From an optimization exercise on the open Yosys and OpenROAD flow, aimed at small area; shortcuts taken in it are not production practice.
Only simulation tests tie the RTL to the original design; equivalence was not proved.
Power is estimated from default activity; no workload was simulated.

==> flow/design.v <==
module hx711_data_module(   
    input  wire clk_100MHz,      
    input  wire rst,             
    input  wire DOUT,            
    output reg PD_SCK,              
    output wire signed [23:0] RAW_VAL,  
    output wire DATA_VALID       
);
    parameter CLKS_PER_HALF_CYCLE = 5;
    typedef enum logic [1:0] {
        IDLE         = 2'b00,  
        READING_BITS = 2'b01,  
        NEXT_CONV    = 2'b10,  
        CLEANUP      = 2'b11   
    } state_t;
    state_t state;         
    reg [4:0]  bit_index;  
    reg [23:0] read_val;   
    reg [3:0]  counter;    
    always_ff @(posedge clk_100MHz) begin  
        if (rst) begin  
            state     <= IDLE;
            bit_index <= 5'b00000;
            counter   <= 4'b0;
            read_val  <= 24'b0;
            PD_SCK    <= 1'b0;
        end else
        case(state)
            IDLE: begin
                bit_index <= 0;
                counter   <= 0;
                PD_SCK <= 1'b0;  
                if (DOUT == 1'b0) begin  
                    state <= READING_BITS;  
                end
                else begin  
                    state <= IDLE;  
                end
            end
            READING_BITS: begin
                counter <= counter + 4'd1;
                if (PD_SCK == 1'b0) begin
                    if (counter >= CLKS_PER_HALF_CYCLE) begin
                        counter <= 0;      
                        PD_SCK <= 1'b1;    
                    end
                end
                else begin
                    if (counter == 1) begin
                        read_val <= {read_val[22:0], DOUT};   
                    end
                    if (counter >= CLKS_PER_HALF_CYCLE) begin 
                        counter <= 0;
                        PD_SCK <= 1'b0;    
                        bit_index <= bit_index + 5'd1;  
                        if (bit_index == 23) begin
                            state <= NEXT_CONV;   
                        end
                    end
                end
            end
            NEXT_CONV: begin
                counter <= counter + 4'd1;
                if (PD_SCK == 1'b0) begin
                    if (counter >= CLKS_PER_HALF_CYCLE) begin
                        counter <= 0;  
                        PD_SCK <= 1'b1;     
                    end
                end
                else begin
                    if (counter >= CLKS_PER_HALF_CYCLE) begin
                        counter <= 0;
                        PD_SCK <= 1'b0;     
                        state <= CLEANUP;  
                    end
                end
            end
            CLEANUP: begin
                PD_SCK <= 1'b0;  
                counter   <= 0;
                bit_index <= 0;
                state <= IDLE;  
            end
            default: state <= IDLE;  
        endcase
    end
    assign RAW_VAL    = read_val;  
    assign DATA_VALID = (state == CLEANUP);  
endmodule
module get_tare_and_calibration(  
    input  wire        clk_100MHz,      
    input  wire        rst,             
    input  wire        tare_button,     
    input  wire        calib_button,    
    input  wire        DATA_VALID,      
    input  wire signed [23:0] RAW_VAL,  
    output reg  signed [23:0] TARE,           
    output reg  signed [23:0] CALIBRATE_VAL   
);
    reg [2:0] counter;
    reg       slow_clk;
    always @(posedge clk_100MHz) begin
        if (rst) begin
            counter  <= 0;
            slow_clk <= 0;
        end else if (counter >= 3'd7) begin  
            counter  <= 0;   
            slow_clk <= ~slow_clk;    
        end else begin 
            counter <= counter + 3'd1;  
        end
    end
    wire slow_en = (counter >= 3'd7) & ~slow_clk;  
    reg t_dff0, t_dff1, t_dff2;
    always @(posedge clk_100MHz) begin
        if (rst) begin
            t_dff0 <= 0;
            t_dff1 <= 0;
            t_dff2 <= 0;
        end else if (slow_en) begin
            t_dff0 <= tare_button;
            t_dff1 <= t_dff0;
            t_dff2 <= t_dff1;
        end
    end
    wire tare_pulse_slow = t_dff1 & ~t_dff2;  
    reg c_dff0, c_dff1, c_dff2;
    always @(posedge clk_100MHz) begin
        if (rst) begin
            c_dff0 <= 0;
            c_dff1 <= 0;
            c_dff2 <= 0;
        end else if (slow_en) begin
            c_dff0 <= calib_button;
            c_dff1 <= c_dff0;
            c_dff2 <= c_dff1;
        end
    end
    wire calib_pulse_slow = c_dff1 & ~c_dff2;  
    reg t_sync0, t_sync1;  
    reg c_sync0, c_sync1;  
    always @(posedge clk_100MHz) begin  
        if (rst) begin
            t_sync0 <= 0;
            t_sync1 <= 0;
            c_sync0 <= 0;
            c_sync1 <= 0;
        end else begin
            t_sync0 <= tare_pulse_slow;  
            t_sync1 <= t_sync0;  
            c_sync0 <= calib_pulse_slow;  
            c_sync1 <= c_sync0;  
        end
    end
    wire tare_pulse  = t_sync0 & ~t_sync1;  
    wire calib_pulse = c_sync0 & ~c_sync1;  
    reg signed [23:0] last_raw_val;
    always @(posedge clk_100MHz) begin  
        if (rst) begin
            last_raw_val <= 24'sd0;
        end else if (DATA_VALID) begin
            last_raw_val <= RAW_VAL;  
        end
    end
    always @(posedge clk_100MHz) begin
        if (rst) begin
            TARE          <= 24'sd0;  
            CALIBRATE_VAL <= 24'sd100000;  
        end else begin
            if (tare_pulse) begin  
                TARE <= last_raw_val;  
            end
            if (calib_pulse) begin  
                if ((last_raw_val - TARE) != 24'sd0)  
                    CALIBRATE_VAL <= last_raw_val - TARE;  
            end
        end
    end
endmodule
module output_calibrated_weight(input clk, 
                                input rst,
                                input signed [23:0] TARE,
                                input signed [23:0] CALIBRATE_VAL,
                                input signed [23:0] RAW_VAL,
                                output [24:0] CALIBRATED_OUTPUT,
                                output [2:0] DP_LOC
    );
    reg signed [38:0] big_calibrated_output, big_tare, big_calibrate, big_raw;
    parameter signed [38:0]calibration_mass = 5;
    always@(posedge clk) begin
        if (rst) begin
            big_tare <= 0;
            big_calibrate <= 39'sd100000;  
            big_raw <= 0;
            big_calibrated_output <= 0;
        end else begin
            big_tare <= TARE;  
            big_calibrate <= CALIBRATE_VAL;  
            big_raw <= RAW_VAL;  
            big_calibrated_output <= ((big_raw-big_tare)*(calibration_mass*10000))/(big_calibrate);
        end
    end
    assign CALIBRATED_OUTPUT = big_calibrated_output[24]?{1'b1, ~big_calibrated_output[23:0]}:big_calibrated_output[24:0];
    assign DP_LOC = 4;  
endmodule
module signed_bcd_driver(
                        input CLK,
                        input RST,
                        input [24:0] SIGNED_INT_DISPLAY,
                        output reg [7:0]segment,
                        output reg [7:0]anode
    );
    parameter TICKS_PER_DIGIT = 3;
    localparam [2:0] DECIMAL_LOCATION = 3;
    reg [1:0] TICK_COUNT;  
    reg NEGATIVE;  
    reg [2:0] selected_digit;  
    reg [3:0] active_segment;  
    reg [27:0]bcd;  
    integer i, j;  
    always @(posedge CLK) begin  
        if (RST) begin
            TICK_COUNT <= 0;
            selected_digit <= 0;  
            active_segment <= 0;  
            anode <= 8'b11111111;  
        end
        else if(TICK_COUNT < TICKS_PER_DIGIT) begin  
            TICK_COUNT <= TICK_COUNT + 2'd1;
        end
        else begin
            TICK_COUNT <= 0;  
            selected_digit <= (selected_digit > 7) ? 3'd0 : selected_digit + 3'd1;  
            case(selected_digit)  
                3'b000: begin
                    active_segment <= bcd[3:0];
                    anode <= 8'b11111110;
                end
                3'b001: begin
                    active_segment <= bcd[7:4];
                    anode <= 8'b11111101;
                end
                3'b010: begin
                    active_segment <= bcd[11:8];
                    anode <= 8'b11111011;
                end
                3'b011: begin
                    active_segment <= bcd[15:12];
                    anode <= 8'b11110111;
                end
                3'b100: begin
                    active_segment <= bcd[19:16];
                    anode <= 8'b11101111;
                end
                3'b101: begin
                    active_segment <= bcd[23:20];
                    anode <= 8'b11011111;
                end
                3'b110: begin
                    active_segment <= bcd[27:24];
                    anode <= 8'b10111111;
                end
                3'b111: begin
                    active_segment <= NEGATIVE?4'b1010:4'b1011;
                    anode <= 8'b01111111;
                end
            endcase
        end
    end
    always @(posedge CLK) begin
        if (RST) begin
            segment <= 8'b11111111;  
        end else begin
        case(active_segment)
            4'b0000: segment <= 8'b00000011;  
            4'b0001: segment <= 8'b10011111;  
            4'b0010: segment <= 8'b00100101;  
            4'b0011: segment <= 8'b00001101;  
            4'b0100: segment <= 8'b10011001;  
            4'b0101: segment <= 8'b01001001;  
            4'b0110: segment <= 8'b01000001;  
            4'b0111: segment <= 8'b00011111;  
            4'b1000: segment <= 8'b00000001;  
            4'b1001: segment <= 8'b00001001;  
            4'b1010: segment <= 8'b11111101;  
            default: segment <= 8'b11111111;  
       endcase 
        if ((selected_digit == DECIMAL_LOCATION) && (selected_digit != 3'b000)) begin
                if (DECIMAL_LOCATION != 3'b000)
                    segment[0] <= 1'b0;  
                else
                    segment[0] <= 1'b1;  
        end
        end
end
    always @* begin
        NEGATIVE = SIGNED_INT_DISPLAY[24];
        bcd=0;		 	
        for (i=0;i<24;i=i+1) begin					                 
           for (j=0; (j<7) && (i >= 3*j+3+j/3); j=j+1)
               if (bcd[4*j +: 4] >= 4'd5) bcd[4*j +: 4] = bcd[4*j +: 4] + 4'd3;
           bcd = {bcd[26:0],SIGNED_INT_DISPLAY[23-i]};	 
        end
    end 
endmodule
module UARTtx(
    input wire clk_100MHz,      
    input wire rst,             
    input wire signed [24:0] WEIGHTED,   
    output reg tx  
);
    reg baud_tick;  
    typedef enum logic [1:0] {
	   IDLE_BIT	    = 2'b00,  
	   START_BIT    = 2'b01,  
	   DATA_BIT	    = 2'b10,  
	   STOP_BIT	    = 2'b11   
       } bit_state_t;
       bit_state_t state_bit;  
    typedef enum logic [3:0] {
        IDLE_BYTE    = 4'b0000,  
        SEND0        = 4'b0001,  
        WAIT0_DONE   = 4'b0010,  
	    SEND1	     = 4'b0011,  
	    WAIT1_DONE   = 4'b0100,  
	    SEND2        = 4'b0101,  
	    WAIT2_DONE   = 4'b0110,  
	    SEND3        = 4'b0111,  
	    WAIT3_DONE   = 4'b1000   
	    } byte_state_t;
	    byte_state_t state_byte;  
    parameter int DIV = 8;  
    reg [3:0] cnt;	 
    reg [2:0] bit_index;  
    reg [24:0] latched_weight;  
    wire [7:0] byte0 = latched_weight[7:0];  
    wire [7:0] byte1 = latched_weight[15:8];  
    wire [7:0] byte2 = latched_weight[23:16];  
    wire [7:0] byte3 = {7'b0, latched_weight[24]};  
    reg [7:0] load_byte;  
    always_ff @(posedge clk_100MHz) begin  
      if (rst) begin  
        tx <= 1'b1;
        baud_tick <= 1'b0;
        state_bit <= IDLE_BIT;
        state_byte <= IDLE_BYTE;
        cnt <= 4'b0;
        bit_index <= 3'b0;
        latched_weight <= 25'b0;
        load_byte <= 8'b0;
      end else begin
        if (cnt == DIV-1) begin 
            cnt <= 0;  
            baud_tick <= 1;  
        end
        else begin
	        cnt <= cnt + 4'd1;  
	        baud_tick <= 0;  
        end
	    if (baud_tick) begin  
	        case (state_bit)  
	            IDLE_BIT: begin  
	                tx <= 1;  
		        end		
		        START_BIT: begin  
                    tx <= 0;  
		            state_bit <= DATA_BIT;  
		            bit_index <= 0;  
		        end
		        DATA_BIT: begin  
		            tx <= load_byte[bit_index];  
		            if (bit_index == 7)  
			            state_bit <= STOP_BIT;  
		            else
			            bit_index <= bit_index + 3'd1;  
		        end
		        STOP_BIT: begin  
		            tx <= 1;  
		            state_bit <= IDLE_BIT;  
		        end
	        endcase
	        case (state_byte)
		        IDLE_BYTE: begin  
		            if (state_bit == IDLE_BIT)   
			            state_byte <= SEND0;  
		            else
			            state_byte <= IDLE_BYTE;  
			            latched_weight <= WEIGHTED;  
		        end       
		        SEND0: begin  
		            if (state_bit == IDLE_BIT) begin  
		                load_byte <= byte0;  
		                state_bit <= START_BIT;  
		                state_byte <= WAIT0_DONE;  
		            end
		        end
		        WAIT0_DONE: begin  
                    if (state_bit == IDLE_BIT)  
			            state_byte <= SEND1;  
		        end
		        SEND1: begin  
		            if (state_bit == IDLE_BIT) begin  
		                load_byte <= byte1;  
		                state_bit <= START_BIT;  
		                state_byte <= WAIT1_DONE;  
		            end
		        end
		        WAIT1_DONE: begin  
		            if (state_bit == IDLE_BIT)  
			            state_byte <= SEND2;  
		        end
		        SEND2: begin  
		            if (state_bit == IDLE_BIT) begin  
		                load_byte <= byte2;  
		                state_bit <= START_BIT;  
		                state_byte <= WAIT2_DONE;  
		            end
		        end
		        WAIT2_DONE: begin  
		            if (state_bit == IDLE_BIT)  
			            state_byte <= SEND3;  
		            end
	            SEND3: begin  
		            if (state_bit == IDLE_BIT) begin  
		                load_byte <= byte3;  
		                state_bit <= START_BIT;  
		                state_byte <= WAIT3_DONE;  
		            end
		        end
		        WAIT3_DONE: begin  
		            if (state_bit == IDLE_BIT)  
			            state_byte <= IDLE_BYTE;  
		        end
		    endcase
        end
      end
    end
endmodule
module top_module(
    input wire clk_100MHz,
    input wire rst,
    input wire DOUT,
    input wire tare_button,       
    input wire calib_button,      
    output wire PD_SCK,
    output wire [7:0] SEG,
    output wire [7:0] AN,
    output wire TX
);
    wire signed [23:0] RAW_VAL;
    wire DATA_VALID; 
    wire signed [24:0] CALIBRATED_OUTPUT;
    wire [2:0] DP_LOC;
    wire signed [23:0] TARE;
    wire signed [23:0] CALIBRATE_VAL;
    hx711_data_module HX711(
        clk_100MHz, 
        rst,
        DOUT, 
        PD_SCK, 
        RAW_VAL, 
        DATA_VALID
    );
    output_calibrated_weight CALC_WEIGHT(
        clk_100MHz, 
        rst,
        TARE, 
        CALIBRATE_VAL, 
        RAW_VAL, 
        CALIBRATED_OUTPUT, 
        DP_LOC
    );
    signed_bcd_driver DISPLAY(
        clk_100MHz, 
        rst,
        CALIBRATED_OUTPUT, 
        SEG, 
        AN
    );
    get_tare_and_calibration GET_TARE_CAL(
        clk_100MHz, 
        rst,
        tare_button, 
        calib_button, 
        DATA_VALID, 
        RAW_VAL, 
        TARE,
        CALIBRATE_VAL
    );
    UARTtx UART(
        clk_100MHz, 
        rst,
        CALIBRATED_OUTPUT, 
        TX
    );
endmodule
==> flow/run.sh <==
#!/bin/bash
# synth_recipe.tcl (not shown) runs the flow's synth.tcl, then flattens the netlist and writes it again
# the make line also repeats each setting of config.mk as NAME=value (left out here)
make -C /OpenROAD-flow-scripts/flow DESIGN_CONFIG=/design/flow/config.mk WORK_HOME=/design/flow/orfs CLKGATE_MAP_FILE= SYNTH_SCRIPT=/design/flow/synth_recipe.tcl finish
==> flow/config.mk <==
export PLATFORM = sky130hd
export DESIGN_NAME = top_module
export DESIGN_NICKNAME = top_module
export VERILOG_FILES = /design/flow/design.v
export SDC_FILE = /design/flow/constraint.sdc
export NUM_CORES = 4
export LEC_CHECK = 0
export ABC_AREA = 1
export CAP_MARGIN = 20
export CORE_MARGIN = 2
export CORE_UTILIZATION = 45
export SLEW_MARGIN = 20
==> flow/constraint.sdc <==
create_clock -name core_clock -period 400.0 [get_ports {clk_100MHz}]
set_input_delay 80.0000 -clock core_clock [delete_from_list [all_inputs] [get_ports {clk_100MHz}]]
set_output_delay 80.0000 -clock core_clock [all_outputs]
set_load 0.01 [all_outputs]
==> run summary <==
[kinds of logic (layout without fill, tap and decap cells)]
family          count (synthesis)  after routing
simple gates                 5572           5572
buf+inv                      2337           2294
mux                            11             11
compound gates               2206           2206
xor+xnor                      707            707
flops                         292            292
fa+ha+maj                    1217           1217
other cells                     1            121
[metal layers]
metal / global-route usage [%] / vias to the layer above / share of wire [%]
li1: - / 39923 / -
met1: 37.3 / 34717 / 48
met2: 43.7 / 1875 / 43
met3: 2.76 / 316 / 5.9
met4: 6.78 / 8 / 2.7
met5: 0 / - / 0.024
[final cells by class]
cell class                      instances  share of cell area (%)
Multi-Input combinational cell       9833                    76.1
Inverter                             2139                    10.4
Sequential cell                       292                    7.54
Tap cell                             2160                    3.49
Clock buffer                           49                    1.32
Timing Repair Buffer                   88                   0.936
Clock inverter                         18                   0.294
Antenna cell                            1                 0.00323
[metrics by stage]
step / std cells / util (%) / setup slack [ns]
final: 14580 / 48.1 / 272.29
after global routing: 14579 / 48.1 / 256.72
after CTS: 14578 / 48.1 / 273.77
after detailed placement: 14511 / 47.3 / 274.11
after global placement: 14511 / 47.3 / 278.01
after floorplan: 12462 / - / 299.18
[sequential cells by signal, summed over array words and instances, names as in the netlist, 5 cells and up]
signal	count
DISPLAY.anode	8
GET_TARE_CAL.CALIBRATE_VAL	24
HX711.bit_index	5
DISPLAY.segment	8
GET_TARE_CAL.last_raw_val	24
UART.latched_weight	25
CALC_WEIGHT.big_tare	24
CALC_WEIGHT.big_calibrate	24
GET_TARE_CAL.TARE	24
CALC_WEIGHT.big_raw	24
UART.load_byte	8
HX711.read_val	24
CALC_WEIGHT.big_calibrated_output	25
[placed cells by master, fill, tap and decap left out, drive strengths merged, types with 76 or more instances in the layout]
cell type / Yosys / routed
conb: 1 / 120
a21oi: 1007 / 1007
inv: 2129 / 2133
nand3: 714 / 714
nand2: 3407 / 3407
o21ai: 756 / 756
nand4: 123 / 123
nor2: 934 / 934
dfxtp: 292 / 292
xnor2: 279 / 279
ha: 1141 / 1141
xor2: 428 / 428
fa: 76 / 76
nor3: 116 / 116
or2: 136 / 136
==> flow_summary.toml <==
[status]
outcome = "timing/DRC/antenna clean"

[pwr]
combinationalPower_uw = 716000
clkPwrFrac_pct = 0
leakage_uw = 0.0424
p_clk_uw = 34.4
swShare_pct = 62.8
p_switching_uw = 450000
pg_seq_uw = 92.0
pwr-share-seq_pct = 0
internal-power_uw = 266000
p_per_area_nw_per_um2 = 9230
power_leader = "combinational logic"
power_uw = 716000
vdd_drop_max_uv = 10400
pwr-share-comb_pct = 100.0

[timing]
rsz0062_at_grt = "false"
min_period_ns = 127.71
setup_viol = 0
tightestPinTransition_ns = 1.15
finalHoldViolCount = 0
max_freq_ghz = 0.00783
drv_slew = 0
slew_headroom_pct = 22.1
timing.final.crit_share_pct = 31.9
fin_tns_setup_ns = 0
fin_worst_skew_ns = 0.0233
fin_hold_ws_ns = 0.410

[critical_path]
critical-path-top-delay-family = "compound AO/OA/AOI/OAI gates"
critPathMaxStageDelay_ns = 0.93
crit_top_cell = "inv_1"
criticalPathCategory = "reg2reg"
crit_path_end_kind = "flip-flop"
cp_slowest_cell = "inv_1"
cp.required_ns = 400.46
reg2reg_depth = 749
endpoint = "CALC_WEIGHT.big_calibrated_output[24]"
startpoint = "CALC_WEIGHT.big_tare[2]"
cp_num_cells = 938
r2r_end = "CALC_WEIGHT.big_calibrated_output[24]"
ff2ff_setup_slack_ns = 272.29
startpoint_type = "flip-flop"
worstPathArrival_ns = 128.17
r2r-start = "CALC_WEIGHT.big_tare[2]"
path_buf_inv = 195
crit_fanout = 53

[cts]
cts_setup_buffers = 0
cts_buffers = 37
clock-root-buffer = "clkbuf_16"
cts_resized = 0
cts.clk_slew.worst_paths_ns = 0.06
numClockSinks = 292
ctsHoldBuffers = 0
htreeDepth = 2
ctsLongestPathBuffers = 3
cts_tree = "built"
clock_latency_ns = 0.61

[cells_and_area]
syn2layout_area_growth_pct = 5.96
multi_input_area_um2 = 59000
nNetsFinal = 13613
fillerInstances = 17126
layout.area.seq_um2 = 5850
finish.instance_area_um2 = 77500
drive_gt1_share_pct = 5.17

[die]
die_w_um = 407
die_area_um2 = 166000
fp-row-count = 147
coreArea_um2 = 161000
die_y_um = 407
io_pins = 23
initial_core_util_pct = 45.4

[logic_synthesis]
synth_compound_area_share_pct = 17.0
netlist.area_leader.share_pct = 19.5
ys_top_cells_by_area = "ha_1 (20%), nand2_1 (17%), inv_1 (10%)"
synth-seq-cells = 292
synthMuxAreaShare_pct = 0.150
synth_area_um2 = 73200
synth_edf_count = 0
synth_top_family_by_area = "simple AND/OR/NAND/NOR gates"
synth_flop_cell = "dfxtp_1"
syn_area_per_cell_um2 = 5.93
yosysTopAreaCell = "ha_1"
synth_cells = 12343
synthDistinctLibCells = 88
synth.yosys.warnings = 5
async_reset_ff_share_pct = 0
synth_common_cells = "nand2_1 (3,292), inv_1 (2,040), ha_1 (1,141), a21oi_1 (1,003), nor2_1 (916)"
synth-simple-area-share_pct = 32.6
synth-adder-area-share_pct = 21.6
synth_most_common_cell = "nand2_1"
ys_seq_area_share_pct = 7.99
yosys.area_share.xor_xnor_pct = 8.56

[grt]
grt_pass1_wl_um = 369000
grt_start_max_net_pins = 88
grt_use_total_pct = 26.7
grt_overflow_total = 0
antenna_found_initial = 6
grt_pass1_vias = 71767

[detailed_routing]
drt-total-wl_um = 229000
wl_per_cell_um = 15.7
drt_iter0_drc = 5918
viasPerCell = 5.27
drc_errors = 0
dr.pass1.iters = 6
route.vias.total = 76839
postRouteAntennaNets = 0

[place]
routabilityCongestion = 0.962
hpwlAfterDp_um = 185000
numPortBuffers = 22
dpl_cell_area_um2 = 76300

[job]
maxCapViolCount = 0

[hold_path]
hold_start = "GET_TARE_CAL.c_dff2"
hold_depth = 1
hold_path.class = "reg2reg"
holdPathEnd = "GET_TARE_CAL.c_sync0"

[afterwards: timing with drivers on the ports]
In the flow no input, the clock included, has a driving cell. The finished layout below was timed again as built, in two steps. Step 1 assumes that a clkbuf_16 drives the clock port and a buf_2 every other input. Step 2 also shifts input and output timing later by t, the mid clock arrival at the registers, as if the neighbouring blocks saw the same clock. a / b / c = ideal ports / drivers / drivers and shift; a / b = the first two.
t (ns): 0.673
setup WS [ns]: 272.290 / 272.290 / 272.290
worst setup path after step 2: register to register
worst data-port slew with drivers (ns): 0.08
cell pins on the clock port's net: 1
After both steps setup and hold are still met in this run. For this run, drivers alone change the setup slack by 0.000 ns; drivers and shift together by 0.000 ns.
